This is an optimization exercise on Yosys and OpenROAD, whose aim is small area, not a production implementation.
Where RTL was checked, it was by simulation tests only, not by an equivalence proof against the original.
Function not checked in runs 5 to 7: the RTL went through the layout flow alone.
In runs 1, 2 and 5 to 7 the design's own scripts or RTL, not TritonCTS, make the clock network.
The clock port is modelled as an ideal driver, which makes a skipped or thinned clock tree look cheaper than it is; a real chip needs a root buffer or a tree.
Power is estimated from default activity; no workload was simulated.

**design/flow/config.mk**
```make
export PLATFORM = sky130hd
export DESIGN_NAME = top
export DESIGN_NICKNAME = top
export VERILOG_FILES = /design/flow/design.v
export SDC_FILE = /design/flow/constraint.sdc
export NUM_CORES = 4
export LEC_CHECK = 0
export CAP_MARGIN = 20
export CORE_MARGIN = 2
export CORE_UTILIZATION = 70
export PLACE_DENSITY = 0.8
export SLEW_MARGIN = 20
```
**design/flow/constraint.sdc**
```tcl
create_clock -name core_clock -period 40.0 [get_ports {clk}]
set_input_delay 8.0000 -clock core_clock [delete_from_list [all_inputs] [get_ports {clk}]]
set_output_delay 8.0000 -clock core_clock [all_outputs]
set_load 0.01 [all_outputs]
```
**design/flow/design.v**
```verilog
module clock_divider (
    input wire clk,
    input wire rst,
    output wire game_tick
);
    localparam [17:0] LAST = 18'h13c49;
    reg [17:0] s;
    reg half;
    wire last = (s == LAST);
    wire clr = rst | last;
    assign game_tick = last & ~half;
    always @(posedge clk)
    begin
        s <= ~({s[16:0], s[17] ^ s[10]} | {18{clr}});
        half <= ~rst & (half ^ last);
    end
endmodule
module obstacle_generator (
    input wire clk,
    input wire rst,
    input wire game_tick,
    output reg [5:0] nk1,
    output reg [6:0] nk2
);
    wire [6:0] c1;
    wire [7:0] c2;
    assign c1[0] = game_tick;
    assign c2[0] = game_tick;
    genvar i;
    generate
        for (i = 0; i < 6; i = i + 1) begin : g1
            assign c1[i+1] = nk1[i] & c1[i];
        end
        for (i = 0; i < 7; i = i + 1) begin : g2
            assign c2[i+1] = nk2[i] & c2[i];
        end
    endgenerate
    wire [5:0] nk1_inc = nk1 ^ c1[5:0];
    wire [6:0] nk2_inc = nk2 ^ c2[6:0];
    wire wrap1 = c1[6];
    wire wrap2 = c2[7];
    wire near1 = (nk1 < 6'd22);
    always @(posedge clk) begin
        if (rst | wrap1)
            nk1 <= 6'd10;                             
        else
            nk1 <= nk1_inc;
        if (rst | (wrap2 & ~near1))
            nk2 <= 7'd53;                             
        else if (wrap2)
            nk2 <= 7'd62;                             
        else
            nk2 <= nk2_inc;
    end
endmodule
module input_handler (
    input wire clk,
    input wire rst,
    input wire btn_jump,
    output reg jump_pressed
);
    reg       last;
    reg [2:0] run;
    always @(posedge clk)
    begin
        last <= ~rst & btn_jump;
        if (rst)
        begin
            run <= 3'd7;
            jump_pressed <= 1'b0;
        end
        else
        begin
            if (run == 3'd7)
                jump_pressed <= last;
            if (btn_jump != last)
                run <= 3'd0;
            else if (run != 3'd7)
                run <= {run[2] | (run[1] & run[0]), run[1] ^ run[0], ~run[0]};
        end
    end
endmodule
module game_fsm (
    input wire clk,
    input wire rst,
    input wire game_tick,
    input wire jump_pressed,
    input wire collision,
    output wire [4:0] dino_m,
    output wire low
);
    reg [5:0] phase;
    reg       game_over;
    localparam [5:0] IDLE  = 6'b010011;    
    localparam [5:0] START = 6'b101100;    
    assign dino_m = phase[4:0] ^ {5{phase[5]}};
    assign low = dino_m[4] | (&dino_m[3:0]);
    wire idle = (phase == IDLE);
    wire step = game_tick & ~game_over;
    wire [6:0] c;
    assign c[0] = step & ~idle;
    genvar i;
    generate
        for (i = 0; i < 6; i = i + 1) begin : g
            assign c[i+1] = phase[i] & c[i];
        end
    endgenerate
    always @(posedge clk)
    begin
        if (rst)
            phase <= IDLE;
        else if (step & idle & jump_pressed & ~collision)
            phase <= START;
        else
            phase <= phase ^ c[5:0];
        game_over <= ~rst & (game_over | (game_tick & collision));
    end
endmodule
module collision_detector (
    input wire low,
    input wire [5:0] nk1,
    input wire [6:0] nk2,
    output wire collision
);
    assign collision = low && (nk1 >= 6'd55 || nk2 >= 7'd119);
endmodule
module vga_controller (
    input wire clk,
    input wire rst,
    output reg [6:0] hq,
    output reg [3:0] hr,
    output reg [9:0] v,
    output wire hsync,
    output wire vsync,
    output wire display_area
);
    wire hr_end = hr[3] & hr[0];                          
    wire hq_end = hq[6] & (&hq[3:0]);                     
    wire v_end  = v[9] & v[3] & v[2];                     
    wire [6:0] hc = {hq[5:0] & hc[5:0], hr_end};
    wire [9:0] vc = {v[8:0] & vc[8:0], hr_end & hq_end};
    always @(posedge clk)
    begin
        hr <= (rst | hr_end) ? 4'd0 : {hr[3] ^ (&hr[2:0]), hr[2] ^ (&hr[1:0]), hr[1] ^ hr[0], ~hr[0]};
        hq <= (rst | (hr_end & hq_end)) ? 7'd0 : hq ^ hc;
        v  <= (rst | (hr_end & hq_end & v_end)) ? 10'd0 : v ^ vc;
    end
    assign hsync = ~((hq == 7'd65 && hr >= 4'd6) ||
                     (hq >= 7'd66 && hq <= 7'd74) ||
                     (hq == 7'd75 && hr <= 4'd1));
    assign vsync = ~(v[9:1] == 9'd245);
    assign display_area = ~hq[6] && (v < 10'd480);
endmodule
module graphics_engine (
    input wire clk,
    input wire rst,
    input wire [6:0] hq,
    input wire [3:0] hr,
    input wire [9:0] v,
    input wire display_area,
    input wire [4:0] dino_m,
    input wire [5:0] nk1,
    input wire [6:0] nk2,
    output reg on,
    output reg white
);
    wire [6:0] a1;
    wire [7:0] a2;
    wire [5:0] d1;
    wire [6:0] d2;
    assign a1[0] = 1'b0;
    assign a2[0] = 1'b0;
    genvar i;
    generate
        for (i = 0; i < 6; i = i + 1) begin : g1
            assign d1[i] = hq[i] ^ nk1[i] ^ a1[i];
            assign a1[i+1] = (hq[i] & nk1[i]) | (a1[i] & (hq[i] ^ nk1[i]));
        end
        for (i = 0; i < 6; i = i + 1) begin : g2
            assign d2[i] = hq[i] ^ nk2[i] ^ a2[i];
            assign a2[i+1] = (hq[i] & nk2[i]) | (a2[i] & (hq[i] ^ nk2[i]));
        end
    endgenerate
    assign d2[6] = nk2[6] ^ a2[6];
    wire obs_row = (v >= 10'd330);
    wire in_obs = obs_row && ((d1 < 6'd5) || (d2 < 7'd5));
    reg [8:0] rtm;
    always @(*)
    begin
        case (dino_m)
            5'd0: rtm = 9'd502;
            5'd1: rtm = 9'd501;
            5'd2: rtm = 9'd499;
            5'd3: rtm = 9'd496;
            5'd4: rtm = 9'd492;
            5'd5: rtm = 9'd487;
            5'd6: rtm = 9'd481;
            5'd7: rtm = 9'd474;
            5'd8: rtm = 9'd466;
            5'd9: rtm = 9'd457;
            5'd10: rtm = 9'd447;
            5'd11: rtm = 9'd436;
            5'd12: rtm = 9'd424;
            5'd13: rtm = 9'd411;
            5'd14: rtm = 9'd397;
            5'd15: rtm = 9'd382;
            5'd16: rtm = 9'd366;
            5'd17: rtm = 9'd349;
            5'd18: rtm = 9'd331;
            default: rtm = 9'd312;
        endcase
    end
    wire [8:0] vh = v[9:1];
    wire [8:0] a3;
    wire [8:0] e;
    assign a3[0] = 1'b0;
    generate
        for (i = 0; i < 8; i = i + 1) begin : g3
            assign e[i] = vh[i] ^ rtm[i] ^ a3[i];
            assign a3[i+1] = (vh[i] & rtm[i]) | (a3[i] & (vh[i] ^ rtm[i]));
        end
    endgenerate
    assign e[8] = vh[8] ^ rtm[8] ^ a3[8];
    wire row_head = (e < 9'd10);
    wire row_body = (e >= 9'd10) && (e < 9'd25);
    wire row_tail = (e >= 9'd25) && (e < 9'd40);
    wire row_legs = (e >= 9'd40) && (e < 9'd45);
    wire hr_2_7 = (hr >= 4'd2) && (hr <= 4'd7);
    wire in_dino =
        (row_head && ((hq == 7'd8 && hr >= 4'd5) || (hq == 7'd9 && hr <= 4'd7))) ||
        (row_body && (hq >= 7'd6 && hq <= 7'd8)) ||
        (row_tail && (hq >= 7'd5 && hq <= 7'd8)) ||
        (row_legs && (hq == 7'd5 || ((hq == 7'd6 || hq == 7'd8) && hr_2_7)));
    always @(posedge clk)
    begin
        on <= ~rst & display_area;
        white <= ~rst & display_area & ~(in_obs | in_dino);
    end
endmodule
module top (
    input  wire        clk,
    input  wire        rst,
    input  wire        btn_jump,
    output wire        hsync,
    output wire        vsync,
    output wire [3:0]  red,
    output wire [3:0]  green,
    output wire [3:0]  blue
);
    wire        game_tick;
    wire        jump_pressed;
    wire [4:0]  dino_m;
    wire        low;
    wire [5:0]  nk1;
    wire [6:0]  nk2;
    wire        collision;
    wire [6:0]  hq;
    wire [3:0]  hr;
    wire [9:0]  v;
    wire        display_area;
    wire        on;
    wire        white;
    clock_divider u_clk_div (
        .clk      (clk),
        .rst      (rst),
        .game_tick(game_tick)
    );
    obstacle_generator u_obstacles (
        .clk        (clk),
        .rst        (rst),
        .game_tick  (game_tick),
        .nk1(nk1),
        .nk2(nk2)
    );
    input_handler u_input (
        .clk         (clk),
        .rst         (rst),
        .btn_jump    (btn_jump),
        .jump_pressed(jump_pressed)
    );
    game_fsm u_fsm (
        .clk         (clk),
        .rst         (rst),
        .game_tick   (game_tick),
        .jump_pressed(jump_pressed),
        .collision   (collision),
        .dino_m      (dino_m),
        .low         (low)
    );
    collision_detector u_collision (
        .low        (low),
        .nk1(nk1),
        .nk2(nk2),
        .collision  (collision)
    );
    vga_controller u_vga (
        .clk         (clk),
        .rst         (rst),
        .hq          (hq),
        .hr          (hr),
        .v           (v),
        .hsync       (hsync),
        .vsync       (vsync),
        .display_area(display_area)
    );
    graphics_engine u_gfx (
        .clk         (clk),
        .rst         (rst),
        .hq          (hq),
        .hr          (hr),
        .v           (v),
        .display_area(display_area),
        .dino_m      (dino_m),
        .nk1 (nk1),
        .nk2 (nk2),
        .on          (on),
        .white       (white)
    );
    assign red   = {on, white, white, white};
    assign green = {on, white, white, white};
    assign blue  = {on, white, white, white};
endmodule
```
**design/flow/flow/run.sh**
```bash
#!/bin/bash
# Standard ORFS layout with two changes:
#  - ports buffered with buf_1 instead of the default buffer
#  - after CTS, the clock tree is replaced by a small one (post_cts.tcl)
set -euo pipefail
export BUFFER_PORTS_ARGS="-buffer_cell sky130_fd_sc_hd__buf_1"
export MY_NCLK=3
export MY_CLKBUF=sky130_fd_sc_hd__clkbuf_16
export POST_CTS_TCL="$PWD/flow/post_cts.tcl"
bash standard.sh > standard.log 2>&1
```
**design/flow/flow/post_cts.tcl**
```tcl
# Replace the clock tree that clock_tree_synthesis built with a small one:
# the flip-flops are split into NCLK groups by position, each driven by one
# clock buffer placed at the group's centre; clk drives the NCLK buffers.
set nclk 2
set bufcell sky130_fd_sc_hd__clkbuf_8
if { [info exists ::env(MY_NCLK)] } { set nclk $::env(MY_NCLK) }
if { [info exists ::env(MY_CLKBUF)] } { set bufcell $::env(MY_CLKBUF) }

set db [ord::get_db]
set block [ord::get_db_block]
set clk_net [$block findNet clk]

set sinks {}
foreach inst [$block getInsts] {
  if { [[$inst getMaster] isSequential] } {
    foreach it [$inst getITerms] {
      if { [[$it getMTerm] getName] eq "CLK" } { lappend sinks $it }
    }
  }
}
set old {}
foreach inst [$block getInsts] {
  if { [regexp {^(clkbuf_|clkload)} [$inst getName]] } { lappend old $inst }
}
foreach it $sinks { $it disconnect }
foreach inst $old { odb::dbInst_destroy $inst }
foreach net [$block getNets] {
  if { [string match "clknet_*" [$net getName]] } { odb::dbNet_destroy $net }
}
puts "post_cts: removed [llength $old] clock tree cells, [llength $sinks] sinks"

# order the sinks along x, then cut into nclk groups
set pts {}
foreach it $sinks {
  set inst [$it getInst]
  set bb [$inst getBBox]
  lappend pts [list [expr {([$bb xMin] + [$bb xMax]) / 2}] [expr {([$bb yMin] + [$bb yMax]) / 2}] $it]
}
set pts [lsort -integer -index 0 $pts]
set n [llength $pts]
set master [$db findMaster $bufcell]
for { set g 0 } { $g < $nclk } { incr g } {
  set lo [expr {$g * $n / $nclk}]
  set hi [expr {($g + 1) * $n / $nclk - 1}]
  set grp [lrange $pts $lo $hi]
  set sx 0; set sy 0
  foreach p $grp { incr sx [lindex $p 0]; incr sy [lindex $p 1] }
  set cx [expr {$sx / [llength $grp]}]
  set cy [expr {$sy / [llength $grp]}]
  set net [odb::dbNet_create $block "clknet_my_$g"]
  $net setSigType CLOCK
  set buf [odb::dbInst_create $block $master "clkbuf_my_$g"]
  [$buf findITerm A] connect $clk_net
  [$buf findITerm X] connect $net
  foreach p $grp { [lindex $p 2] connect $net }
  $buf setLocation $cx $cy
  $buf setPlacementStatus PLACED
  puts "post_cts: clkbuf_my_$g drives [llength $grp] sinks at $cx $cy"
}
detailed_placement
check_placement -verbose
estimate_parasitics -placement
report_clock_skew
```
**design/flow/standard.sh**
```bash
#!/bin/bash
# synth_recipe.tcl (not shown) runs the flow's synth.tcl, then flattens the netlist and writes it again
# the make line also repeats each setting of config.mk as NAME=value (left out here)
make -C /OpenROAD-flow-scripts/flow DESIGN_CONFIG=/design/flow/config.mk WORK_HOME=/design/flow/orfs CLKGATE_MAP_FILE= SYNTH_SCRIPT=/design/flow/synth_recipe.tcl "${@:-finish}"
```
==> impl_metrics.py, run 1 <==
metrics = {
    "global_route": {
        "antenna_found_initial": 0,
        "grt_usage_pct": 24.61,
        "grt_start_max_net_pins": 33,
        "grt_first_pass_wirelength_mm": 12.08,
        "grt.overflow.total": 0,
        "via_count_of_the_first_global_routing_pass": 2629,
    },
    "final_layout": {
        "final_design_area_no_fill_mm2": 0.003877,
        "antenna_cells_inserted": 0,
        "mostFrequentLayoutCell": "dfxtp_1",
        "layout-drive-gt1-share_pct": 1.263,
        "highest_count_cells_in_the_layout_ignoring_fill_and_taps": "67 x dfxtp_1, 47 x ha_1, 45 x nor2_1",
        "layout.cells.non_filler": 466,
        "syn_to_final_growth_pct": 2.109,
        "final_net_count": 464,
    },
    "cts": {
        "insertion_delay_ns": 0.15,
        "cts.sink_count": 67,
        "cts.reportedPaths.clkPinSlew_ns": 0.09,
    },
    "yosys": {
        "synth_compound_area_share_pct": 11.76,
        "synth.cell_area_mm2": 0.003797,
        "yosysSeqAreaShare_pct": 35.32,
        "post_synth.cell_area_avg_um2": 9.423,
        "synth_top_area_share_pct": 35.32,
        "synth_top_cells_by_area": "dfxtp_1 35%, ha_1 15%, fa_1 8.4%, nor2_1 4.4%, and2_1 4.0%",
        "synth_edf_count": 0,
        "synthFlopType": "dfxtp_1",
        "ys_async_sr_fraction_pct": 0,
        "synth_mux_area_share_pct": 1.054,
        "post_synth_and_or_nand_nor_area_fraction_pct": 18.32,
        "ys_seq_elements": 67,
        "yosys.area.top_type": "dfxtp_1",
        "synth_fp_nets": 469,
        "synth_adder_area_share_pct": 23.92,
        "yosysWarnings": 6,
        "synthesis.instances": 403,
        "synth_top_family_by_area": "adder cells",
        "synth_xor_area_share_pct": 2.998,
        "synth.lib_cells_used.distinct": 52,
    },
    "routing": {
        "wl_met1_mm": 3.159,
        "wl_mm": 6.700,
        "drt-wirelength-per-cell_um": 14.38,
        "remaining_drc_errors": 0,
        "via_per_inst": 5.639,
        "drt.antenna.violating_nets": 0,
        "met3WireLength_um": 117,
        "highest_signal_layer_in_the_routed_design": "met4",
        "drt_pre_antenna_iters": 4,
        "drt_first_iter_violations": 98,
        "wl_met2_mm": 3.349,
        "via_count": 2628,
    },
    "placement": {
        "buffer_ports.inserted": 16,
        "placed_cells_incl_taps": 463,
        "dp.final_hpwl_mm": 5.055,
        "postPlaceCellArea_mm2": 0.003802,
        "gp_congestion": 0.8146,
        "post-place-ws_ns": 30.41,
    },
    "hold_path": {
        "hold_start": "u_clk_div.s[3]$_DFF_P_",
        "worst_hold_path_type": "reg -> reg",
        "whs_path_depth": 1,
        "whs_endpoint": "u_clk_div.s[4]$_DFF_P_",
    },
    "setup_path": {
        "reg2reg_to": "u_gfx.white$_DFF_P_",
        "arrival_worst_endpoint_ns": 1.83,
        "crit_path_start_kind": "flop",
        "critical_path_rt_ns": 32.00,
        "rrSetupSlack_ns": 34.86,
        "path_class": "reg -> out",
        "worstPathMaxFanout": 6,
        "worst_reg2reg_path_depth": 13,
        "worstReg2RegStart": "u_fsm.phase[5]$_SDFF_PP0_",
        "worst_setup_path_end_kind": "primary output",
    },
    "power": {
        "power.internal_uw": 85.10,
        "power_density_normalized_to_cell_area_mw_per_mm2": 27.61,
        "p_leak_uw": 0.001731,
        "switchingPower_uw": 21.93,
        "sequential_share_of_power_pct": 66.0,
        "vdd.ir_drop.worst_mv": 0.03534,
        "swShare_pct": 20.49,
        "combPwrFrac_pct": 5.5,
        "clockPowerShare_pct": 28.5,
    },
    "timing": {
        "setup_viol_count_final": 0,
        "postLayoutSetupSlackWorst_ns": 30.17,
        "unrepaired_setup_endpoints_after_global_routing": "no",
        "post-route-period-util_pct": 24.56,
        "fmaxAchievable_mhz": 101.8,
        "finalSetupTns_ns": 0,
        "drv_slew": 0,
        "final.setup_skew_ns": 0.005695,
        "timing_worst_slew_pin_value_ns": 0.7134,
        "final_period_minus_worst_setup_slack_ns": 9.825,
        "maxSlewHeadroom_pct": 51.81,
        "finalHoldViolations": 0,
    },
    "die": {
        "die_w_um": 77.66,
        "design.portCount": 17,
        "dieHeight_um": 77.66,
        "initial_core_util_pct": 73.42,
        "fp-row-count": 26,
        "die_area_mm2": 0.006030,
        "core_region_area_mm2": 0.005172,
    },
    "status": {
        "status": "timing/DRC/antenna clean",
    },
    "flow_run": {
        "timing.max_cap.violations": 0,
    },
}
worst max-delay path by stage:
| stage | startpoint | to | slack, ns | depth (start not counted) |
|---|---|---|---|---|
| 6_report | u_vga.hr[0]$_SDFF_PP0_ | hsync | 30.17 | 7 |
| 5_1_grt | u_vga.hr[0]$_SDFF_PP0_ | hsync | 30.00 | 7 |
| 3_3_place_gp | u_vga.hr[0]$_SDFF_PP0_ | hsync | 30.48 | 7 |
| 2_1_floorplan | u_vga.hr[0]$_SDFF_PP0_ | hsync | 30.64 | 6 |
| 3_5_place_dp | u_vga.hr[0]$_SDFF_PP0_ | hsync | 30.41 | 7 |
per-stage QoR:
| stage | hold WS, ns | power (µW) | util (%) |
|---|---|---|---|
| floorplan | 0.3783 | 77.02 | - |
| global placement | 0.3850 | 77.71 | 73.51 |
| detailed placement | 0.3902 | 78.07 | 73.51 |
| finish | 0.3947 | 107.0 | 74.96 |
| global route | 0.4134 | 110.8 | 74.96 |
flip-flops by register name, summed over array words and instances, names as in the netlist:
register              count
u_fsm.game_over           1
u_clk_div.s              18
u_gfx.on                  1
u_input.run               3
u_gfx.white               1
u_vga.hr                  4
u_obstacles.nk2           7
u_vga.v                  10
u_vga.hq                  7
u_obstacles.nk1           6
u_fsm.phase               6
u_input.last              1
u_clk_div.half            1
u_input.jump_pressed      1
cell type report:
class                      count  area [µm²]
buffer                         3       75.07
fill                         392        1295
inverter                      27       101.3
multi-input combinational    282        2205
sequential                    67        1341
tap                           70       87.58
timing repair buffer          17       67.56
cells by family after synthesis:
logic type | Yosys count
muxes | 4
xor gates and xnor gates | 13
AOI/OAI and AO/OA | 70
DFF | 67
adders and majority gates | 63
buffers and inverters | 54
and+or+nand+nor | 132
layer usage:
layer | vias up | track usage (%)
li1 | 1354 | -
met1 | 1240 | 33.36
met2 | 28 | 42.59
met3 | 6 | 2.907
met4 | 0 | 4.821
met5 | - | 0
Yosys cell counts, types with 4 or more instances:
| library cell | n |
|---|---|
| or3_1 | 6 |
| inv_1 | 27 |
| fa_1 | 16 |
| clkbuf_1 | 10 |
| xor2_1 | 7 |
| nand2b_1 | 5 |
| nand2_1 | 14 |
| nor3_1 | 9 |
| a21oi_1 | 21 |
| nand3_1 | 5 |
| o21ai_0 | 16 |
| a21o_1 | 5 |
| and2_1 | 24 |
| buf_4 | 12 |
| dfxtp_1 | 67 |
| nor2_1 | 45 |
| ha_1 | 47 |
| xnor2_1 | 6 |
| mux2i_1 | 4 |
worst max-delay path, cell delays in order (launching register included):
cell       delay (ns)
dfxtp_1          0.43
inv_1            0.09
ha_1             0.19
o21ai_0          0.15
nand2_1          0.08
a2111oi_0        0.44
a2111o_1         0.15
buf_1            0.15
power groups by stage:
stage	sequential [µW]	combinational [µW]	clock [µW]
6_report	70.7	5.85	30.5
5_1_grt	71.0	6.91	32.9
3_5_place_dp	72.2	5.90	0
3_3_place_gp	72.0	5.69	0
2_1_floorplan	71.7	5.29	0
==> run 2: changes to the inputs <==
==> design/flow/flow/run.sh (replaced) <==
#!/bin/bash
# Standard ORFS layout with two changes:
#  - ports buffered with buf_1 instead of the default buffer
#  - after CTS, the clock tree is replaced by a small one (post_cts.tcl)
set -euo pipefail
export BUFFER_PORTS_ARGS="-buffer_cell sky130_fd_sc_hd__buf_1"
export MY_NCLK=4
export POST_CTS_TCL="$PWD/flow/post_cts.tcl"
bash standard.sh > standard.log 2>&1
--- a/design/flow/config.mk
+++ b/design/flow/config.mk
@@ -7,6 +7,5 @@
 export LEC_CHECK = 0
 export CAP_MARGIN = 20
 export CORE_MARGIN = 2
-export CORE_UTILIZATION = 70
-export PLACE_DENSITY = 0.8
+export CORE_UTILIZATION = 40
 export SLEW_MARGIN = 20
==> run 2 against run 1 <==
  * Clock skew grew 0.0071 ns
  * Sequential power is essentially flat
  * Design area grew 1.4%
  * Area after synthesis is the same
  * Flip-flop and latch count is the same
  * Die area grew 71%
  * Final cell count grew 13%
  * Clock power shrank 14%
  * Critical path type unchanged
  * Highest routed layer unchanged
==> impl_metrics.py, run 2 <==
metrics = {
    "placement": {
        "placed_cells_incl_taps": 522,
        "buffer_ports.inserted": 16,
        "gp_congestion": 0.7812,
        "dp.final_hpwl_mm": 5.085,
    },
    "global_route": {
        "via_count_of_the_first_global_routing_pass": 2607,
        "antenna_found_initial": 0,
        "grt_usage_pct": 13.84,
        "grt_first_pass_wirelength_mm": 11.65,
        "grt.overflow.total": 0,
        "grt_start_max_net_pins": 33,
    },
    "timing": {
        "unrepaired_setup_endpoints_after_global_routing": "no",
        "timing_worst_slew_pin_value_ns": 0.6699,
        "final_period_minus_worst_setup_slack_ns": 9.816,
        "final.setup_skew_ns": 0.01277,
        "drv_slew": 0,
        "finalHoldViolations": 0,
        "fmaxAchievable_mhz": 101.9,
        "finalSetupTns_ns": 0,
        "maxSlewHeadroom_pct": 55.28,
        "post-route-period-util_pct": 24.54,
        "setup_viol_count_final": 0,
    },
    "setup_path": {
        "endpoint": "hsync",
        "worst_reg2reg_path_depth": 13,
        "worstPathMaxFanout": 6,
        "critical_path_rt_ns": 32.00,
        "setup.worst_path.start": "u_vga.hr[0]$_SDFF_PP0_",
        "rrSetupSlack_ns": 34.87,
        "worst_setup_path_end_kind": "primary output",
        "crit_path_start_kind": "flop",
        "arrival_worst_endpoint_ns": 1.82,
        "reg2reg_to": "u_gfx.white$_DFF_P_",
        "worstReg2RegStart": "u_fsm.phase[5]$_SDFF_PP0_",
        "path_class": "reg -> out",
    },
    "routing": {
        "drt-wirelength-per-cell_um": 12.42,
        "drt.antenna.violating_nets": 0,
        "via_per_inst": 4.990,
        "via_count": 2625,
        "wl_mm": 6.532,
        "drt_pre_antenna_iters": 5,
        "drt_first_iter_violations": 104,
        "remaining_drc_errors": 0,
    },
    "hold_path": {
        "worst_hold_path_type": "reg -> reg",
        "whs_path_depth": 1,
    },
    "final_layout": {
        "register_with_the_most_flip_flops": "u_clk_div.s",
        "layout.area.seq_mm2": 0.001341,
        "mostFrequentLayoutCell": "dfxtp_1",
        "layout.cells.non_filler": 526,
        "antenna_cells_inserted": 0,
        "syn_to_final_growth_pct": 3.526,
        "largest_register_ff_count": 18,
        "final_net_count": 465,
        "largest_registers_ranked_by_flip_flop_count": "u_clk_div.s: 18 flops, u_vga.v: 10 flops",
        "highest_count_cells_in_the_layout_ignoring_fill_and_taps": "67 x dfxtp_1, 47 x ha_1, 45 x nor2_1",
        "fill_cells": 918,
        "layout-drive-gt1-share_pct": 1.511,
        "multi_input_area_mm2": 0.002205,
    },
    "die": {
        "dieHeight_um": 101.4,
        "die_area_mm2": 0.01029,
        "initial_core_util_pct": 41.10,
        "design.portCount": 17,
        "core_region_area_mm2": 0.009240,
        "die_w_um": 101.4,
        "fp-row-count": 35,
    },
    "yosys": {
        "post_synth.cell_area_avg_um2": 9.423,
        "synth_top_family_by_area": "adder cells",
        "synth_fp_nets": 469,
        "synth_top_area_share_pct": 35.32,
        "synth_most_common_cell": "dfxtp_1",
        "yosys.area.top_type": "dfxtp_1",
        "synth.lib_cells_used.distinct": 52,
        "yosysSeqAreaShare_pct": 35.32,
        "post_synth_and_or_nand_nor_area_fraction_pct": 18.32,
        "synth.cell_area_mm2": 0.003797,
        "netlist_top_cells_count": "67 x dfxtp_1, 47 x ha_1, 45 x nor2_1, 27 x inv_1, 24 x and2_1",
        "synth_edf_count": 0,
        "ys_async_sr_fraction_pct": 0,
        "synth_compound_area_share_pct": 11.76,
        "synth_xor_area_share_pct": 2.998,
        "synth_mux_area_share_pct": 1.054,
        "ys_seq_elements": 67,
        "synthFlopType": "dfxtp_1",
        "synth_adder_area_share_pct": 23.92,
        "synthesis.instances": 403,
        "yosysWarnings": 6,
        "synth_top_cells_by_area": "dfxtp_1 35%, ha_1 15%, fa_1 8.4%, nor2_1 4.4%, and2_1 4.0%",
    },
    "status": {
        "status": "timing/DRC/antenna clean",
    },
    "power": {
        "p_leak_uw": 0.001723,
        "power_density_normalized_to_cell_area_mw_per_mm2": 26.06,
        "vdd.ir_drop.worst_mv": 0.03042,
    },
    "flow_run": {
        "timing.max_cap.violations": 0,
    },
    "cts": {
        "insertion_delay_ns": 0.16,
        "cts.reportedPaths.clkPinSlew_ns": 0.10,
        "cts.sink_count": 67,
    },
}
[run 2: cell counts after synthesis]
No cell type changed its count.
[run 2: logic make-up (layout without fill, tap and decap cells)]
family / after synthesis / in the layout
multiplexers: 4 / 4
XOR/XNOR: 13 / 13
AND/OR/NAND/NOR: 132 / 132
AO/OA/AOI/OAI: 70 / 70
adder cells (fa/ha/maj): 63 / 63
flip-flops: 67 / 67
buffers and inverters: 54 / 48
[run 2: worst max-delay path: stages, from the launching register on]
cell and delay [ns]:
dfxtp_1 0.44, inv_1 0.09, ha_1 0.20, o21ai_0 0.15, nand2_1 0.07, a2111oi_0 0.41, a2111o_1 0.15, buf_1 0.15
[run 2: worst min-delay path by stage]
stage,start,end,slack [ns]
final,u_clk_div.s[3]$_DFF_P_,u_clk_div.s[4]$_DFF_P_,0.40
after global routing,u_clk_div.s[14]$_DFF_P_,u_clk_div.s[15]$_DFF_P_,0.41
after detailed placement,u_clk_div.s[3]$_DFF_P_,u_clk_div.s[4]$_DFF_P_,0.39
after global placement,u_clk_div.s[3]$_DFF_P_,u_clk_div.s[4]$_DFF_P_,0.39
after floorplan,u_clk_div.s[3]$_DFF_P_,u_clk_div.s[4]$_DFF_P_,0.38
[run 2: stage by stage]
| step | worst slack [ns] | utilization (%) | hold slack (ns) | power, µW | area (µm²) |
|---|---|---|---|---|---|
| global route | 29.98 | 42.55 | 0.4090 | 107.5 | 3931 |
| global placement | 30.45 | 41.95 | 0.3851 | 77.75 | 3876 |
| floorplan | 30.64 | - | 0.3783 | 77.02 | 3797 |
| finish | 30.18 | 42.55 | 0.3994 | 102.4 | 3931 |
| detailed placement | 30.41 | 41.95 | 0.3920 | 78.08 | 3876 |
[run 2: cell type report]
class,instances,area share (%)
plain buffers,4,1.400
inverters,27,2.578
multi-input cells,282,56.08
flip-flops and latches,67,34.12
well taps,129,4.106
repair buffers,17,1.719
[run 2: routing by layer]
layer  share of wire, %  vias up  global-route usage, %
li1                   -     1356                      -
met3                1.8        5                  2.277
met1                 48     1241                  17.53
met4               0.58        0                  1.871
met5                  0        -                      0
met2                 50       23                  25.32
[run 2: report_power, final]
group	total [µW]	switching [µW]	internal [µW]
Sequential	70.6	1.58	69.0
Clock	26.1	16.8	9.30
Combinational	5.79	3.37	2.43
==> run 3: changes to the inputs <==
--- a/design/flow/flow/run.sh
+++ b/design/flow/flow/run.sh
@@ -4,6 +4,6 @@
 #  - after CTS, the clock tree is replaced by a small one (post_cts.tcl)
 set -euo pipefail
 export BUFFER_PORTS_ARGS="-buffer_cell sky130_fd_sc_hd__buf_1"
-export MY_NCLK=4
+export MY_NCLK=3
 export POST_CTS_TCL="$PWD/flow/post_cts.tcl"
 bash standard.sh > standard.log 2>&1
--- a/design/flow/flow/post_cts.tcl
+++ b/design/flow/flow/post_cts.tcl
@@ -29,33 +29,59 @@
 }
 puts "post_cts: removed [llength $old] clock tree cells, [llength $sinks] sinks"
 
-# order the sinks along x, then cut into nclk groups
+# group the sinks: start from strips along x, then a few rounds of k-means
 set pts {}
 foreach it $sinks {
-  set inst [$it getInst]
-  set bb [$inst getBBox]
+  set bb [[$it getInst] getBBox]
   lappend pts [list [expr {([$bb xMin] + [$bb xMax]) / 2}] [expr {([$bb yMin] + [$bb yMax]) / 2}] $it]
 }
 set pts [lsort -integer -index 0 $pts]
 set n [llength $pts]
+set grp {}
+for { set i 0 } { $i < $n } { incr i } { lappend grp [expr {$i * $nclk / $n}] }
+for { set iter 0 } { $iter < 20 } { incr iter } {
+  for { set g 0 } { $g < $nclk } { incr g } { set sx($g) 0; set sy($g) 0; set cnt($g) 0 }
+  foreach p $pts g $grp {
+    set sx($g) [expr {$sx($g) + [lindex $p 0]}]
+    set sy($g) [expr {$sy($g) + [lindex $p 1]}]
+    incr cnt($g)
+  }
+  for { set g 0 } { $g < $nclk } { incr g } {
+    if { $cnt($g) > 0 } {
+      set cx($g) [expr {$sx($g) / $cnt($g)}]
+      set cy($g) [expr {$sy($g) / $cnt($g)}]
+    }
+  }
+  set newgrp {}
+  foreach p $pts {
+    set best 0; set bd -1
+    for { set g 0 } { $g < $nclk } { incr g } {
+      set d [expr {abs([lindex $p 0] - $cx($g)) + abs([lindex $p 1] - $cy($g))}]
+      if { $bd < 0 || $d < $bd } { set bd $d; set best $g }
+    }
+    lappend newgrp $best
+  }
+  set grp $newgrp
+}
 set master [$db findMaster $bufcell]
 for { set g 0 } { $g < $nclk } { incr g } {
-  set lo [expr {$g * $n / $nclk}]
-  set hi [expr {($g + 1) * $n / $nclk - 1}]
-  set grp [lrange $pts $lo $hi]
+  set members {}
   set sx 0; set sy 0
-  foreach p $grp { incr sx [lindex $p 0]; incr sy [lindex $p 1] }
-  set cx [expr {$sx / [llength $grp]}]
-  set cy [expr {$sy / [llength $grp]}]
+  foreach p $pts gg $grp {
+    if { $gg == $g } { lappend members [lindex $p 2]; incr sx [lindex $p 0]; incr sy [lindex $p 1] }
+  }
+  if { [llength $members] == 0 } { continue }
+  set cx [expr {$sx / [llength $members]}]
+  set cy [expr {$sy / [llength $members]}]
   set net [odb::dbNet_create $block "clknet_my_$g"]
   $net setSigType CLOCK
   set buf [odb::dbInst_create $block $master "clkbuf_my_$g"]
   [$buf findITerm A] connect $clk_net
   [$buf findITerm X] connect $net
-  foreach p $grp { [lindex $p 2] connect $net }
+  foreach it $members { $it connect $net }
   $buf setLocation $cx $cy
   $buf setPlacementStatus PLACED
-  puts "post_cts: clkbuf_my_$g drives [llength $grp] sinks at $cx $cy"
+  puts "post_cts: clkbuf_my_$g drives [llength $members] sinks at $cx $cy"
 }
 detailed_placement
 check_placement -verbose
--- a/design/flow/config.mk
+++ b/design/flow/config.mk
@@ -7,5 +7,6 @@
 export LEC_CHECK = 0
 export CAP_MARGIN = 20
 export CORE_MARGIN = 2
-export CORE_UTILIZATION = 40
+export CORE_UTILIZATION = 70
+export PLACE_DENSITY = 0.8
 export SLEW_MARGIN = 20
==> run 3 against run 2 <==
  * The flow now stops in clock tree synthesis
  * Synthesized cell count did not move
  * Area after synthesis unchanged
==> impl_metrics.py, run 3 <==
metrics = {
    "status": {
        "status": "stopped before the end",
        "stop_stage": "clock tree synthesis",
        "error_line": "Error: cts.tcl, 90 can't set \"sx\": variable is array",
    },
    "yosys": {
        "synthFlopType": "dfxtp_1",
        "synth_top_area_share_pct": 35.32,
        "synth.cell_area_mm2": 0.003797,
        "post_synth.cell_area_avg_um2": 9.423,
        "synth_edf_count": 0,
        "yosys.area.top_type": "dfxtp_1",
        "ys_seq_elements": 67,
        "synth_fp_nets": 469,
        "ys_async_sr_fraction_pct": 0,
        "netlist_top_cells_count": "67 x dfxtp_1, 47 x ha_1, 45 x nor2_1, 27 x inv_1, 24 x and2_1",
        "yosysWarnings": 6,
        "synth.lib_cells_used.distinct": 52,
        "synth_top_cells_by_area": "dfxtp_1 35%, ha_1 15%, fa_1 8.4%, nor2_1 4.4%, and2_1 4.0%",
        "synthesis.instances": 403,
        "synth_most_common_cell": "dfxtp_1",
        "yosysSeqAreaShare_pct": 35.32,
    },
    "die": {
        "die_w_um": 77.66,
        "dieHeight_um": 77.66,
        "initial_core_util_pct": 73.42,
        "fp-row-count": 26,
        "design.portCount": 17,
    },
    "placement": {
        "dp.final_hpwl_mm": 5.055,
        "buffer_ports.inserted": 16,
        "post-place-ws_ns": 30.41,
        "placed_cells_incl_taps": 463,
        "gp_congestion": 0.8146,
    },
    "cts": {
        "cts.sink_count": 67,
    },
}
## run 3: cell counts after synthesis
Identical to the previous run, type by type.
## run 3: how the worst min path moves through the flow
stage / startpoint / endpoint / slack [ns] / cells after the start
floorplan: u_clk_div.s[3]$_DFF_P_ / u_clk_div.s[4]$_DFF_P_ / 0.38 / 1
global placement: u_clk_div.s[3]$_DFF_P_ / u_clk_div.s[4]$_DFF_P_ / 0.39 / 1
detailed placement: u_clk_div.s[3]$_DFF_P_ / u_clk_div.s[4]$_DFF_P_ / 0.39 / 1
## run 3: per-stage QoR
stage          instance area (µm²)  utilization, %
3_5_place_dp                  3802           73.51
3_3_place_gp                  3802           73.51
2_1_floorplan                 3797               -
## run 3: power by group through the flow
stage                     clock network (µW)  logic, µW  registers [µW]
after floorplan                            0       5.29            71.7
after global placement                     0       5.69            72.0
after detailed placement                   0       5.90            72.2
## run 3: cells by family after synthesis
logic type	share of synthesized area, %
multiplexers	1.054
adder cells (fa/ha/maj)	23.92
XOR/XNOR	2.998
flip-flops	35.32
buffers and inverters	6.623
AND/OR/NAND/NOR	18.32
AO/OA/AOI/OAI	11.76
==> run 4: changes to the inputs <==
--- a/design/flow/flow/run.sh
+++ b/design/flow/flow/run.sh
@@ -4,6 +4,7 @@
 #  - after CTS, the clock tree is replaced by a small one (post_cts.tcl)
 set -euo pipefail
 export BUFFER_PORTS_ARGS="-buffer_cell sky130_fd_sc_hd__buf_1"
-export MY_NCLK=3
+export MY_NCLK=5
+export MY_CLKBUF=sky130_fd_sc_hd__clkbuf_4
 export POST_CTS_TCL="$PWD/flow/post_cts.tcl"
 bash standard.sh > standard.log 2>&1
--- a/design/flow/config.mk
+++ b/design/flow/config.mk
@@ -7,6 +7,5 @@
 export LEC_CHECK = 0
 export CAP_MARGIN = 20
 export CORE_MARGIN = 2
-export CORE_UTILIZATION = 70
-export PLACE_DENSITY = 0.8
+export CORE_UTILIZATION = 40
 export SLEW_MARGIN = 20
==> run 4 against run 3 <==
  * The run again fails in clock tree synthesis
  * Synthesized cell count is the same
  * Area after synthesis is the same
==> impl_metrics.py, run 4 <==
metrics = {
    "status": {
        "status": "stopped before the end",
        "stop_stage": "clock tree synthesis",
        "error_line": "Error: cts.tcl, 90 can't set \"sx\": variable is array",
    },
    "yosys": {
        "synthFlopType": "dfxtp_1",
        "synth_top_family_by_area": "adder cells",
        "synth.cell_area_mm2": 0.003797,
        "synth_edf_count": 0,
        "netlist_top_cells_count": "67 x dfxtp_1, 47 x ha_1, 45 x nor2_1, 27 x inv_1, 24 x and2_1",
        "synth_top_area_share_pct": 35.32,
        "synth_compound_area_share_pct": 11.76,
        "post_synth.cell_area_avg_um2": 9.423,
        "synthesis.instances": 403,
        "synth_adder_area_share_pct": 23.92,
        "yosysSeqAreaShare_pct": 35.32,
        "post_synth_and_or_nand_nor_area_fraction_pct": 18.32,
        "synth_fp_nets": 469,
        "yosys.area.top_type": "dfxtp_1",
        "yosysWarnings": 6,
        "synth_xor_area_share_pct": 2.998,
        "synth_mux_area_share_pct": 1.054,
        "ys_seq_elements": 67,
        "synth_most_common_cell": "dfxtp_1",
        "ys_async_sr_fraction_pct": 0,
        "synth_top_cells_by_area": "dfxtp_1 35%, ha_1 15%, fa_1 8.4%, nor2_1 4.4%, and2_1 4.0%",
        "synth.lib_cells_used.distinct": 52,
    },
    "placement": {
        "buffer_ports.inserted": 16,
        "post-place-ws_ns": 30.41,
        "postPlaceCellArea_mm2": 0.003876,
        "dp.final_hpwl_mm": 5.085,
        "gp_congestion": 0.7812,
    },
    "die": {
        "dieHeight_um": 101.4,
        "die_w_um": 101.4,
        "fp-row-count": 35,
        "design.portCount": 17,
        "initial_core_util_pct": 41.10,
    },
    "cts": {
        "cts.sink_count": 67,
    },
}
run 4: cell counts after synthesis:
No cell type changed its count.
run 4: per-stage QoR:
stage / hold slack [ns] / std cells / util, %
after detailed placement: 0.3920 / 522 / 41.95
after global placement: 0.3851 / 522 / 41.95
after floorplan: 0.3783 / 403 / -
run 4: cells by family after synthesis:
logic type	Yosys count
multiplexers	4
AND/OR/NAND/NOR	132
buffers and inverters	54
AO/OA/AOI/OAI	70
flip-flops	67
adder cells (fa/ha/maj)	63
XOR/XNOR	13
run 4: worst max-delay path by stage:
stage                                       from    end  cells after the start
after floorplan           u_vga.hr[0]$_SDFF_PP0_  hsync                      6
after global placement    u_vga.hr[0]$_SDFF_PP0_  hsync                      7
after detailed placement  u_vga.hr[0]$_SDFF_PP0_  hsync                      7
run 4: power by group through the flow:
stage	Combinational (µW)	Sequential (µW)	Clock, µW
global placement	5.74	72.0	0
detailed placement	5.93	72.1	0
floorplan	5.29	71.7	0
==> run 5: changes to the inputs <==
--- a/design/flow/design.v
+++ b/design/flow/design.v
@@ -3,7 +3,7 @@
     input wire rst,
     output wire game_tick
 );
-    localparam [17:0] LAST = 18'h13c49;
+    localparam [17:0] LAST = 18'h1cd73;
     reg [17:0] s;
     reg half;
     wire last = (s == LAST);
@@ -11,7 +11,7 @@
     assign game_tick = last & ~half;
     always @(posedge clk)
     begin
-        s <= ~({s[16:0], s[17] ^ s[10]} | {18{clr}});
+        s <= ~({s[16:0], s[17] ^ s[6]} | {18{clr}});
         half <= ~rst & (half ^ last);
     end
 endmodule
@@ -61,23 +61,14 @@
 );
     reg       last;
     reg [2:0] run;
+    wire change = btn_jump ^ last;
+    wire full = ~(run[2] | run[1] | run[0]);
+    wire feed = run[0] ? ~run[2] : (run[2] & run[1]);
     always @(posedge clk)
     begin
         last <= ~rst & btn_jump;
-        if (rst)
-        begin
-            run <= 3'd7;
-            jump_pressed <= 1'b0;
-        end
-        else
-        begin
-            if (run == 3'd7)
-                jump_pressed <= last;
-            if (btn_jump != last)
-                run <= 3'd0;
-            else if (run != 3'd7)
-                run <= {run[2] | (run[1] & run[0]), run[1] ^ run[0], ~run[0]};
-        end
+        run <= rst ? 3'b000 : change ? 3'b001 : {run[1:0], feed};
+        jump_pressed <= ~rst & (full ? last : jump_pressed);
     end
 endmodule
 module game_fsm (
@@ -95,7 +86,7 @@
     localparam [5:0] START = 6'b101100;    
     assign dino_m = phase[4:0] ^ {5{phase[5]}};
     assign low = dino_m[4] | (&dino_m[3:0]);
-    wire idle = (phase == IDLE);
+    wire idle = ~phase[5] & phase[4] & phase[1] & phase[0];
     wire step = game_tick & ~game_over;
     wire [6:0] c;
     assign c[0] = step & ~idle;
@@ -145,9 +136,13 @@
         hq <= (rst | (hr_end & hq_end)) ? 7'd0 : hq ^ hc;
         v  <= (rst | (hr_end & hq_end & v_end)) ? 10'd0 : v ^ vc;
     end
-    assign hsync = ~((hq == 7'd65 && hr >= 4'd6) ||
-                     (hq >= 7'd66 && hq <= 7'd74) ||
-                     (hq == 7'd75 && hr <= 4'd1));
+    wire [3:0] l = hq[3:0];
+    wire hr_ge6 = hr[3] | (hr[2] & hr[1]);               
+    wire hr_le1 = ~(hr[3] | hr[2] | hr[1]);              
+    wire l_2_10 = (~l[3] & (l[2] | l[1])) | (l[3] & ~l[2] & ~(l[1] & l[0]));
+    wire l_1  = ~l[3] & ~l[2] & ~l[1] & l[0];
+    wire l_11 = l[3] & ~l[2] & l[1] & l[0];
+    assign hsync = ~(hq[6] & (l_2_10 | (l_1 & hr_ge6) | (l_11 & hr_le1)));
     assign vsync = ~(v[9:1] == 9'd245);
     assign display_area = ~hq[6] && (v < 10'd480);
 endmodule
==> design/flow/flow/run.sh (replaced) <==
#!/bin/bash
# Standard ORFS layout (the standard.sh) with two changes:
#  - ports are buffered with buf_1 instead of the default buffer cell
#  - after CTS, the clock tree is replaced by a smaller one: the flip-flops
#    are split into 4 groups by position, each driven by one clkbuf_8 at the
#    group's centre, and clk drives the 4 buffers (flow/post_cts.tcl)
# The make output goes to standard.log; ORFS keeps each step's log under orfs/logs.
set -euo pipefail
export BUFFER_PORTS_ARGS="-buffer_cell sky130_fd_sc_hd__buf_1"
export POST_CTS_TCL="$PWD/flow/post_cts.tcl"
bash standard.sh > standard.log 2>&1
--- a/design/flow/flow/post_cts.tcl
+++ b/design/flow/flow/post_cts.tcl
@@ -1,7 +1,7 @@
 # Replace the clock tree that clock_tree_synthesis built with a small one:
 # the flip-flops are split into NCLK groups by position, each driven by one
 # clock buffer placed at the group's centre; clk drives the NCLK buffers.
-set nclk 2
+set nclk 4
 set bufcell sky130_fd_sc_hd__clkbuf_8
 if { [info exists ::env(MY_NCLK)] } { set nclk $::env(MY_NCLK) }
 if { [info exists ::env(MY_CLKBUF)] } { set bufcell $::env(MY_CLKBUF) }
@@ -66,22 +66,22 @@
 set master [$db findMaster $bufcell]
 for { set g 0 } { $g < $nclk } { incr g } {
   set members {}
-  set sx 0; set sy 0
+  set tx 0; set ty 0
   foreach p $pts gg $grp {
-    if { $gg == $g } { lappend members [lindex $p 2]; incr sx [lindex $p 0]; incr sy [lindex $p 1] }
+    if { $gg == $g } { lappend members [lindex $p 2]; incr tx [lindex $p 0]; incr ty [lindex $p 1] }
   }
   if { [llength $members] == 0 } { continue }
-  set cx [expr {$sx / [llength $members]}]
-  set cy [expr {$sy / [llength $members]}]
+  set bx [expr {$tx / [llength $members]}]
+  set by [expr {$ty / [llength $members]}]
   set net [odb::dbNet_create $block "clknet_my_$g"]
   $net setSigType CLOCK
   set buf [odb::dbInst_create $block $master "clkbuf_my_$g"]
   [$buf findITerm A] connect $clk_net
   [$buf findITerm X] connect $net
   foreach it $members { $it connect $net }
-  $buf setLocation $cx $cy
+  $buf setLocation $bx $by
   $buf setPlacementStatus PLACED
-  puts "post_cts: clkbuf_my_$g drives [llength $members] sinks at $cx $cy"
+  puts "post_cts: clkbuf_my_$g drives [llength $members] sinks at $bx $by"
 }
 detailed_placement
 check_placement -verbose
--- a/design/flow/config.mk
+++ b/design/flow/config.mk
@@ -9,3 +9,4 @@
 export CORE_MARGIN = 2
 export CORE_UTILIZATION = 40
 export SLEW_MARGIN = 20
+export SYNTH_HIERARCHICAL = 1
==> run 5 against run 4 <==
  * Now clean on timing, DRC and antenna
  * Synthesized cell count down 8.7%
  * Area after synthesis fell by 1.4%
==> impl_metrics.py, run 5 <==
metrics = {
    "timing": {
        "maxSlewHeadroom_pct": 33.65,
        "final.setup_skew_ns": 0.01854,
        "final_period_minus_worst_setup_slack_ns": 9.459,
        "fmaxAchievable_mhz": 105.7,
        "timing_worst_slew_pin_value_ns": 0.9952,
        "unrepaired_setup_endpoints_after_global_routing": "no",
        "post-route-period-util_pct": 23.65,
        "hold-worst-slack_ns": 0.4129,
        "finalSetupTns_ns": 0,
        "drv_slew": 0,
        "finalHoldViolations": 0,
        "setup_viol_count_final": 0,
    },
    "setup_path": {
        "rrSetupSlack_ns": 34.98,
        "reg2reg_to": "u_gfx.white$_DFF_P_",
        "worstPathMaxFanout": 10,
        "arrival_worst_endpoint_ns": 1.46,
        "path_class": "reg -> out",
        "critical_path_rt_ns": 32.00,
        "worst_reg2reg_path_depth": 17,
        "worst_setup_path_end_kind": "primary output",
        "crit_path_start_kind": "flop",
        "worstReg2RegStart": "u_fsm.phase[5]$_SDFF_PP0_",
    },
    "routing": {
        "remaining_drc_errors": 0,
        "drt_pre_antenna_iters": 4,
        "wl_mm": 6.147,
        "drt-wirelength-per-cell_um": 12.78,
        "drt_first_iter_violations": 75,
        "via_count": 2484,
        "via_per_inst": 5.164,
        "drt.antenna.violating_nets": 0,
    },
    "placement": {
        "buffer_ports.inserted": 16,
        "postPlaceCellArea_mm2": 0.003816,
        "gp_congestion": 0.8077,
        "dp.final_hpwl_mm": 4.656,
    },
    "yosys": {
        "ys_async_sr_fraction_pct": 0,
        "netlist_top_cells_count": "67 x dfxtp_1, 43 x ha_1, 31 x inv_1, 27 x nor2_1, 23 x and2_1",
        "synth_top_area_share_pct": 35.80,
        "yosysSeqAreaShare_pct": 35.80,
        "synthesis.instances": 368,
        "synth_most_common_cell": "dfxtp_1",
        "ys_seq_elements": 67,
        "synth.lib_cells_used.distinct": 61,
        "synth_edf_count": 0,
        "post_synth.cell_area_avg_um2": 10.18,
        "yosys.area.top_type": "dfxtp_1",
        "yosysWarnings": 12,
        "synth_fp_nets": 430,
        "synthFlopType": "dfxtp_1",
        "synth.cell_area_mm2": 0.003746,
        "synth_top_cells_by_area": "dfxtp_1 36%, ha_1 14%, fa_1 8.6%, and2_1 3.8%, inv_1 3.1%",
    },
    "global_route": {
        "via_count_of_the_first_global_routing_pass": 2361,
        "grt_first_pass_wirelength_mm": 10.83,
        "grt_usage_pct": 13.26,
        "grt_start_max_net_pins": 49,
        "grt.overflow.total": 0,
        "antenna_found_initial": 0,
    },
    "hold_path": {
        "whs_path_depth": 1,
        "hold_start": "u_clk_div.s[14]$_DFF_P_",
        "worst_hold_path_type": "reg -> reg",
        "whs_endpoint": "u_clk_div.s[15]$_DFF_P_",
    },
    "die": {
        "initial_core_util_pct": 40.93,
        "dieHeight_um": 100.8,
        "die_w_um": 100.8,
        "design.portCount": 17,
        "die_area_mm2": 0.01016,
        "fp-row-count": 35,
        "core_region_area_mm2": 0.009153,
    },
    "final_layout": {
        "mostFrequentLayoutCell": "dfxtp_1",
        "final_cell_utilization_of_the_core_pct": 42.30,
        "layout-drive-gt1-share_pct": 5.676,
        "final_design_area_no_fill_mm2": 0.003871,
        "register_with_the_most_flip_flops": "u_clk_div.s",
        "antenna_cells_inserted": 0,
        "final_net_count": 434,
        "largest_registers_ranked_by_flip_flop_count": "u_clk_div.s: 18 flops, u_vga.v: 10 flops",
        "largest_register_ff_count": 18,
        "syn_to_final_growth_pct": 3.340,
        "highest_count_cells_in_the_layout_ignoring_fill_and_taps": "67 x dfxtp_1, 43 x ha_1, 31 x inv_1",
    },
    "cts": {
        "cts.sink_count": 67,
        "insertion_delay_ns": 0.17,
        "cts.reportedPaths.clkPinSlew_ns": 0.11,
    },
    "power": {
        "p_leak_uw": 0.001656,
        "vdd.ir_drop.worst_mv": 0.02240,
        "power_density_normalized_to_cell_area_mw_per_mm2": 25.84,
    },
    "flow_run": {
        "timing.max_cap.violations": 0,
    },
    "status": {
        "status": "timing/DRC/antenna clean",
    },
}
run 5: cell count changes after synthesis, moves of 4 or more:
cell      before  now
a21oi_1       21   14
nor2_1        45   27
o21ai_0       16   11
nor3_1         9    5
ha_1          47   43
a211oi_1       2    9
nor3b_1        2    6
clkbuf_1      10    2
nand2_1       14    8
inv_1         27   31
run 5: per-layer routing:
layer / routed length, µm / share of wire (%) / track usage, % / vias up
met4: 92 / 1.5 / 2.950 / 0
met3: 217 / 3.5 / 4.092 / 11
li1: - / - / - / 1276
met1: 3009 / 49 / 17.27 / 1160
met2: 2827 / 46 / 21.64 / 37
met5: 0 / 0 / 0 / -
run 5: cells by family (layout without fill, tap and decap cells):
logic type	count (synthesis)	in the layout	synth area share, %
adder cells (fa/ha/maj)	59	59	22.91
buffers and inverters	49	51	6.580
AND/OR/NAND/NOR	113	113	18.00
XOR/XNOR	13	13	3.440
flip-flops	67	67	35.81
multiplexers	3	3	0.8016
AO/OA/AOI/OAI	64	64	12.46
run 5: final cells by class:
cell class	count	area (µm²)
fillers	887	5281
flip-flops and latches	67	1341
well taps	111	138.9
plain buffers	4	55.05
repair buffers	16	61.31
inverters	31	116.4
multi-input cells	252	2158
run 5: modules after synthesis, one instance, submodules excluded:
module / flip-flops and latches / times used
vga_controller: 21 / 1
collision_detector: 0 / 1
clock_divider: 19 / 1
graphics_engine: 2 / 1
game_fsm: 7 / 1
top: 0 / 1
obstacle_generator: 13 / 1
input_handler: 5 / 1
run 5: per-stage QoR:
stage	std cells	setup WS, ns	total power, µW
finish	481	30.54	100.0
global route	481	30.47	104.4
detailed placement	477	30.58	75.73
global placement	477	30.60	75.60
floorplan	368	31.04	74.79
run 5: how the worst max path moves through the flow:
stage	from	end	slack (ns)
3_3_place_gp	rst	u_obstacles.nk2[0]$_SDFF_PP1_	30.60
5_1_grt	u_vga.hq[3]$_SDFF_PP0_	hsync	30.47
2_1_floorplan	u_vga.hq[0]$_SDFF_PP0_	hsync	31.04
3_5_place_dp	rst	u_obstacles.nk2[0]$_SDFF_PP1_	30.58
6_report	u_vga.hq[0]$_SDFF_PP0_	hsync	30.54
run 5: critical path: stages, from the launching register on:
cell     delay, ns
dfxtp_1       0.55
and3_1        0.39
o31ai_1       0.12
nand4_1       0.09
buf_1         0.15
run 5: report_power, final:
part           internal [µW]  leakage [µW]  switching, µW
Sequential              68.7      0.000548           1.45
Clock                   9.30     0.0000288           16.7
Combinational           1.69       0.00108           2.26
==> run 6: changes to the inputs <==
--- a/design/flow/config.mk
+++ b/design/flow/config.mk
@@ -9,4 +9,3 @@
 export CORE_MARGIN = 2
 export CORE_UTILIZATION = 40
 export SLEW_MARGIN = 20
-export SYNTH_HIERARCHICAL = 1
==> run 6 against run 5 <==
  * Flip-flop and latch count unchanged
  * Critical path depth increased by 1
  * First-iteration DRC count increased by 19%
  * Routed wire length increased by 6.0%
  * Sequential share of layout area decreased by 0.27 points
  * Via count increased by 3.7%
  * Design area increased by 0.78%
  * Critical path type unchanged
  * Maximum frequency increased by 1.5%
  * Die area increased by 1.0%
  * Still clean
  * Highest routed layer unchanged
  * Area after synthesis increased by 1.1%
  * Clock power decreased by 2%
  * Worst setup slack improved by 0.14 ns
==> impl_metrics.py, run 6 <==
metrics = {
    "die": {
        "design.portCount": 17,
        "dieHeight_um": 101.3,
        "initial_core_util_pct": 41.17,
        "core_region_area_mm2": 0.009196,
        "die_w_um": 101.3,
        "die_area_mm2": 0.01026,
        "fp-row-count": 35,
    },
    "power": {
        "vdd.ir_drop.worst_mv": 0.01722,
        "p_leak_uw": 0.001714,
        "power_density_normalized_to_cell_area_mw_per_mm2": 25.70,
    },
    "timing": {
        "postLayoutSetupSlackWorst_ns": 30.68,
        "final.setup_skew_ns": 0.03566,
        "finalSetupTns_ns": 0,
        "maxSlewHeadroom_pct": 56.60,
        "final_period_minus_worst_setup_slack_ns": 9.317,
        "post-route-period-util_pct": 23.29,
        "drv_slew": 0,
        "hold-worst-slack_ns": 0.4056,
        "finalHoldViolations": 0,
        "fmaxAchievable_mhz": 107.3,
        "unrepaired_setup_endpoints_after_global_routing": "no",
        "setup_viol_count_final": 0,
        "timing_worst_slew_pin_value_ns": 0.6425,
    },
    "routing": {
        "drt_pre_antenna_iters": 4,
        "via_count": 2575,
        "drt.antenna.violating_nets": 0,
        "remaining_drc_errors": 0,
        "via_per_inst": 5.089,
        "drt_first_iter_violations": 89,
        "drt-wirelength-per-cell_um": 12.88,
        "wl_mm": 6.517,
    },
    "hold_path": {
        "whs_endpoint": "u_clk_div.s[15]$_DFF_P_",
        "whs_path_depth": 1,
        "hold_start": "u_clk_div.s[14]$_DFF_P_",
        "worst_hold_path_type": "reg -> reg",
    },
    "global_route": {
        "grt_start_max_net_pins": 34,
        "via_count_of_the_first_global_routing_pass": 2514,
        "grt_first_pass_wirelength_mm": 11.45,
        "grt_usage_pct": 13.89,
        "grt.overflow.total": 0,
        "antenna_found_initial": 0,
    },
    "cts": {
        "cts.sink_count": 67,
        "cts.reportedPaths.clkPinSlew_ns": 0.12,
        "insertion_delay_ns": 0.17,
    },
    "final_layout": {
        "mostFrequentLayoutCell": "dfxtp_1",
        "largest_registers_ranked_by_flip_flop_count": "u_clk_div.s: 18 flops, u_vga.v: 10 flops",
        "fill_cells": 942,
        "final_net_count": 462,
        "layout-drive-gt1-share_pct": 2.025,
        "highest_count_cells_in_the_layout_ignoring_fill_and_taps": "67 x dfxtp_1, 46 x ha_1, 42 x nor2_1",
        "register_with_the_most_flip_flops": "u_clk_div.s",
        "antenna_cells_inserted": 0,
        "syn_to_final_growth_pct": 3.040,
        "largest_register_ff_count": 18,
    },
    "yosys": {
        "synth_fp_nets": 464,
        "yosys.area.top_type": "dfxtp_1",
        "synth.lib_cells_used.distinct": 50,
        "yosysWarnings": 6,
        "ys_async_sr_fraction_pct": 0,
        "synthFlopType": "dfxtp_1",
        "synth_top_cells_by_area": "dfxtp_1 35%, ha_1 15%, fa_1 8.5%, and2_1 4.5%, nor2_1 4.2%",
        "yosysSeqAreaShare_pct": 35.43,
        "synth_most_common_cell": "dfxtp_1",
        "netlist_top_cells_count": "67 x dfxtp_1, 46 x ha_1, 42 x nor2_1, 28 x inv_1, 27 x and2_1",
        "post_synth.cell_area_avg_um2": 9.489,
        "synth_edf_count": 0,
        "synth_top_area_share_pct": 35.43,
        "synth.cell_area_mm2": 0.003786,
        "synthesis.instances": 399,
        "ys_seq_elements": 67,
    },
    "setup_path": {
        "worstPathMaxFanout": 8,
        "timing.critical_path.max_delay_family": "flip-flops",
        "arrival_worst_endpoint_ns": 1.32,
        "worst_reg2reg_path_depth": 17,
        "rrSetupSlack_ns": 34.50,
        "setup.worst_path.start": "u_vga.hq[1]$_SDFF_PP0_",
        "critical_path_rt_ns": 32.00,
        "reg2reg_to": "u_gfx.white$_DFF_P_",
        "worst-path-buf-inv": 2,
        "slowest_stage": "dfxtp_1",
        "worstPathCellList": "inv_1, nor3_1, o21ai_0, nand3_1, buf_1",
        "path_class": "reg -> out",
        "worstReg2RegStart": "u_fsm.phase[5]$_SDFF_PP0_",
        "cpPeakStageDelay_ns": 0.46,
        "worst_setup_path_end_kind": "primary output",
        "crit_path_start_kind": "flop",
    },
    "placement": {
        "dp.final_hpwl_mm": 5.011,
        "gp_congestion": 0.9204,
        "post-place-ws_ns": 30.85,
        "buffer_ports.inserted": 16,
    },
    "status": {
        "status": "timing/DRC/antenna clean",
    },
    "flow_run": {
        "timing.max_cap.violations": 0,
    },
}
-- run 6: kinds of logic after synthesis --
| group | synth area share (%) |
|---|---|
| buffers and inverters | 6.642 |
| adders and majority gates | 23.66 |
| muxes | 1.355 |
| xor gates and xnor gates | 2.941 |
| DFF | 35.43 |
| and+or+nand+nor | 18.90 |
| AOI/OAI and AO/OA | 11.07 |
-- run 6: cell type report --
| class | instances | area, µm² | area share (%) |
|---|---|---|---|
| Buffer | 4 | 55.05 | 1.411 |
| Multi-Input combinational cell | 279 | 2193 | 56.22 |
| Timing Repair Buffer | 17 | 67.56 | 1.732 |
| Tap cell | 111 | 138.9 | 3.560 |
| Inverter | 28 | 105.1 | 2.694 |
| Sequential cell | 67 | 1341 | 34.38 |
-- run 6: metal layers --
layer | global-route usage (%) | share of wire, % | vias up | routed length, µm
li1 | - | - | 1346 | -
met1 | 17.91 | 48 | 1202 | 3155
met2 | 23.23 | 48 | 18 | 3104
met3 | 3.520 | 2.8 | 9 | 180
met4 | 3.742 | 1.2 | 0 | 78
met5 | 0 | 0 | - | 0
-- run 6: how the worst max path moves through the flow --
| stage | end | slack, ns | depth (start not counted) |
|---|---|---|---|
| finish | hsync | 30.68 | 5 |
| global route | hsync | 30.57 | 5 |
| detailed placement | hsync | 30.85 | 5 |
| global placement | hsync | 30.90 | 5 |
| floorplan | hsync | 31.09 | 4 |
-- run 6: per-stage QoR --
stage | total power, µW | cells | util, % | area, µm²
final | 100.3 | 506 | 42.42 | 3901
after global routing | 104.7 | 506 | 42.42 | 3901
after detailed placement | 76.53 | 502 | 41.82 | 3846
after global placement | 76.42 | 502 | 41.82 | 3846
after floorplan | 75.75 | 399 | - | 3786
-- run 6: power by group --
group | switching, µW | internal (µW)
Clock | 16.1 | 9.28
Sequential | 1.44 | 68.8
Combinational | 2.65 | 2.02
Total | 20.2 | 80.1
==> run 7: changes to the inputs <==
--- a/design/flow/flow/post_cts.tcl
+++ b/design/flow/flow/post_cts.tcl
@@ -52,15 +52,25 @@
       set cy($g) [expr {$sy($g) / $cnt($g)}]
     }
   }
+  # assign each sink to its nearest centre that still has room, nearest pairs first
+  set cap [expr {($n + $nclk - 1) / $nclk}]
+  set pairs {}
+  set i 0
+  foreach p $pts {
+    for { set g 0 } { $g < $nclk } { incr g } {
+      lappend pairs [list [expr {abs([lindex $p 0] - $cx($g)) + abs([lindex $p 1] - $cy($g))}] $i $g]
+    }
+    incr i
+  }
+  set pairs [lsort -integer -index 0 $pairs]
+  for { set g 0 } { $g < $nclk } { incr g } { set room($g) $cap }
+  for { set i 0 } { $i < $n } { incr i } { set asg($i) -1 }
+  foreach pr $pairs {
+    set i [lindex $pr 1]; set g [lindex $pr 2]
+    if { $asg($i) < 0 && $room($g) > 0 } { set asg($i) $g; incr room($g) -1 }
+  }
   set newgrp {}
-  foreach p $pts {
-    set best 0; set bd -1
-    for { set g 0 } { $g < $nclk } { incr g } {
-      set d [expr {abs([lindex $p 0] - $cx($g)) + abs([lindex $p 1] - $cy($g))}]
-      if { $bd < 0 || $d < $bd } { set bd $d; set best $g }
-    }
-    lappend newgrp $best
-  }
+  for { set i 0 } { $i < $n } { incr i } { lappend newgrp $asg($i) }
   set grp $newgrp
 }
 set master [$db findMaster $bufcell]
==> run 7 against run 6 <==
  * Sequential power hardly changed
  * Register-to-register slack hardly changed
  * Maximum frequency is 0.35% lower
  * Critical path depth stayed put
  * First-iteration DRC count is 4.5% lower
  * Total power is 0.58% higher
  * Critical endpoint unchanged
  * Highest routed layer unchanged
==> impl_metrics.py, run 7 <==
metrics = {
    "yosys": {
        "synth_most_common_cell": "dfxtp_1",
        "synth_top_area_share_pct": 35.43,
        "yosysSeqAreaShare_pct": 35.43,
        "post_synth_and_or_nand_nor_area_fraction_pct": 18.90,
        "synth.lib_cells_used.distinct": 50,
        "synth_xor_area_share_pct": 2.941,
        "synth_fp_nets": 464,
        "synth.cell_area_mm2": 0.003786,
        "synth_top_cells_by_area": "dfxtp_1 35%, ha_1 15%, fa_1 8.5%, and2_1 4.5%, nor2_1 4.2%",
        "ys_async_sr_fraction_pct": 0,
        "synth_adder_area_share_pct": 23.66,
        "synthFlopType": "dfxtp_1",
        "post_synth.cell_area_avg_um2": 9.489,
        "synth_edf_count": 0,
        "synth_top_family_by_area": "adder cells",
        "ys_seq_elements": 67,
        "synth_compound_area_share_pct": 11.07,
        "netlist_top_cells_count": "67 x dfxtp_1, 46 x ha_1, 42 x nor2_1, 28 x inv_1, 27 x and2_1",
        "yosys.area.top_type": "dfxtp_1",
    },
    "placement": {
        "buffer_ports.inserted": 16,
        "dp.final_hpwl_mm": 5.011,
        "gp_congestion": 0.9204,
    },
    "timing": {
        "final.setup_skew_ns": 0.01076,
        "fmaxAchievable_mhz": 107.0,
        "final_period_minus_worst_setup_slack_ns": 9.350,
        "setup_viol_count_final": 0,
        "post-route-period-util_pct": 23.37,
        "unrepaired_setup_endpoints_after_global_routing": "no",
        "maxSlewHeadroom_pct": 56.78,
        "finalHoldViolations": 0,
        "finalSetupTns_ns": 0,
        "drv_slew": 0,
    },
    "setup_path": {
        "setup.worst_path.start": "u_vga.hq[1]$_SDFF_PP0_",
        "worstReg2RegStart": "u_fsm.phase[5]$_SDFF_PP0_",
        "path_class": "reg -> out",
        "arrival_worst_endpoint_ns": 1.35,
        "critical_path_rt_ns": 32.00,
        "crit_path_start_kind": "flop",
        "worstPathMaxFanout": 8,
    },
    "routing": {
        "drt_first_iter_violations": 85,
        "drt_pre_antenna_iters": 4,
        "remaining_drc_errors": 0,
        "wl_mm": 6.547,
        "drt-wirelength-per-cell_um": 12.94,
        "via_count": 2591,
    },
    "die": {
        "dieHeight_um": 101.3,
        "die_area_mm2": 0.01026,
        "die_w_um": 101.3,
        "design.portCount": 17,
        "core_region_area_mm2": 0.009196,
        "fp-row-count": 35,
        "initial_core_util_pct": 41.17,
    },
    "power": {
        "vdd.ir_drop.worst_mv": 0.02065,
        "p_leak_uw": 0.001714,
    },
    "cts": {
        "cts.sink_count": 67,
        "insertion_delay_ns": 0.16,
        "cts.reportedPaths.clkPinSlew_ns": 0.11,
    },
    "final_layout": {
        "largest_registers_ranked_by_flip_flop_count": "u_clk_div.s: 18 flops, u_vga.v: 10 flops",
        "fill_cells": 943,
        "mostFrequentLayoutCell": "dfxtp_1",
        "syn_to_final_growth_pct": 3.040,
        "highest_count_cells_in_the_layout_ignoring_fill_and_taps": "67 x dfxtp_1, 46 x ha_1, 42 x nor2_1",
        "register_with_the_most_flip_flops": "u_clk_div.s",
        "final_net_count": 462,
    },
    "global_route": {
        "grt.overflow.total": 0,
        "grt_usage_pct": 14.01,
        "antenna_found_initial": 0,
        "grt_start_max_net_pins": 34,
    },
    "status": {
        "status": "timing/DRC/antenna clean",
    },
    "hold_path": {
        "worst_hold_path_type": "reg -> reg",
    },
    "flow_run": {
        "timing.max_cap.violations": 0,
    },
}
-- run 7: cell type report --
cell class,count,area (µm²),area share (%)
Inverter,28,105.1,2.694
Buffer,4,55.05,1.411
Tap cell,111,138.9,3.560
Multi-Input combinational cell,279,2193,56.22
Timing Repair Buffer,17,67.56,1.732
Sequential cell,67,1341,34.38
-- run 7: cells by family (layout without fill, tap and decap cells) --
family                   count (synthesis)  count (layout)
adder cells (fa/ha/maj)                 62              62
AND/OR/NAND/NOR                        133             133
multiplexers                             5               5
flip-flops                              67              67
buffers and inverters                   53              49
XOR/XNOR                                11              11
AO/OA/AOI/OAI                           68              68
-- run 7: through the flow --
step / instance area (µm²) / power (µW) / setup WS, ns / hold slack [ns] / util, %
5_1_grt: 3901 / 105.4 / 30.52 / 0.4205 / 42.42
2_1_floorplan: 3786 / 75.75 / 31.09 / 0.3775 / -
3_5_place_dp: 3846 / 76.53 / 30.85 / 0.3889 / 41.82
6_report: 3901 / 100.9 / 30.65 / 0.3953 / 42.42
3_3_place_gp: 3846 / 76.42 / 30.90 / 0.3826 / 41.82
-- run 7: power breakdown --
part	total (µW)	switching, µW	internal [µW]
Sequential	70.2	1.44	68.8
Combinational	4.68	2.66	2.02
Clock	26.0	16.7	9.30
Total	101	20.8	80.1
-- run 7: worst paths after layout --
path         cells past startpoint                      to  slack [ns]
max reg2reg                     17     u_gfx.white$_DFF_P_       34.51
min                              1  u_clk_div.s[1]$_DFF_P_        0.40
min reg2reg                      1  u_clk_div.s[1]$_DFF_P_        0.40
max                              5                   hsync       30.65
-- run 7: per-layer routing --
layer,track usage [%],part of all wire (%),up-vias
met5,0,0,-
met4,3.430,1.2,0
met3,3.727,2.7,8
met2,23.54,48,17
met1,18.00,48,1217
li1,-,-,1349
-- run 7: critical path: stages, from the launching register on --
cell and delay (ns):
dfxtp_1 0.47, inv_1 0.16, nor3_1 0.20, o21ai_0 0.09, nand3_1 0.11, buf_1 0.15

Setup slack of run 7, layout unchanged: 30.650 ns with ideal ports, 30.591 ns with driving cells assumed (clock clkbuf_16, inputs buf_2), 30.806 ns with port delays also shifted by the 0.215 ns mid clock arrival.
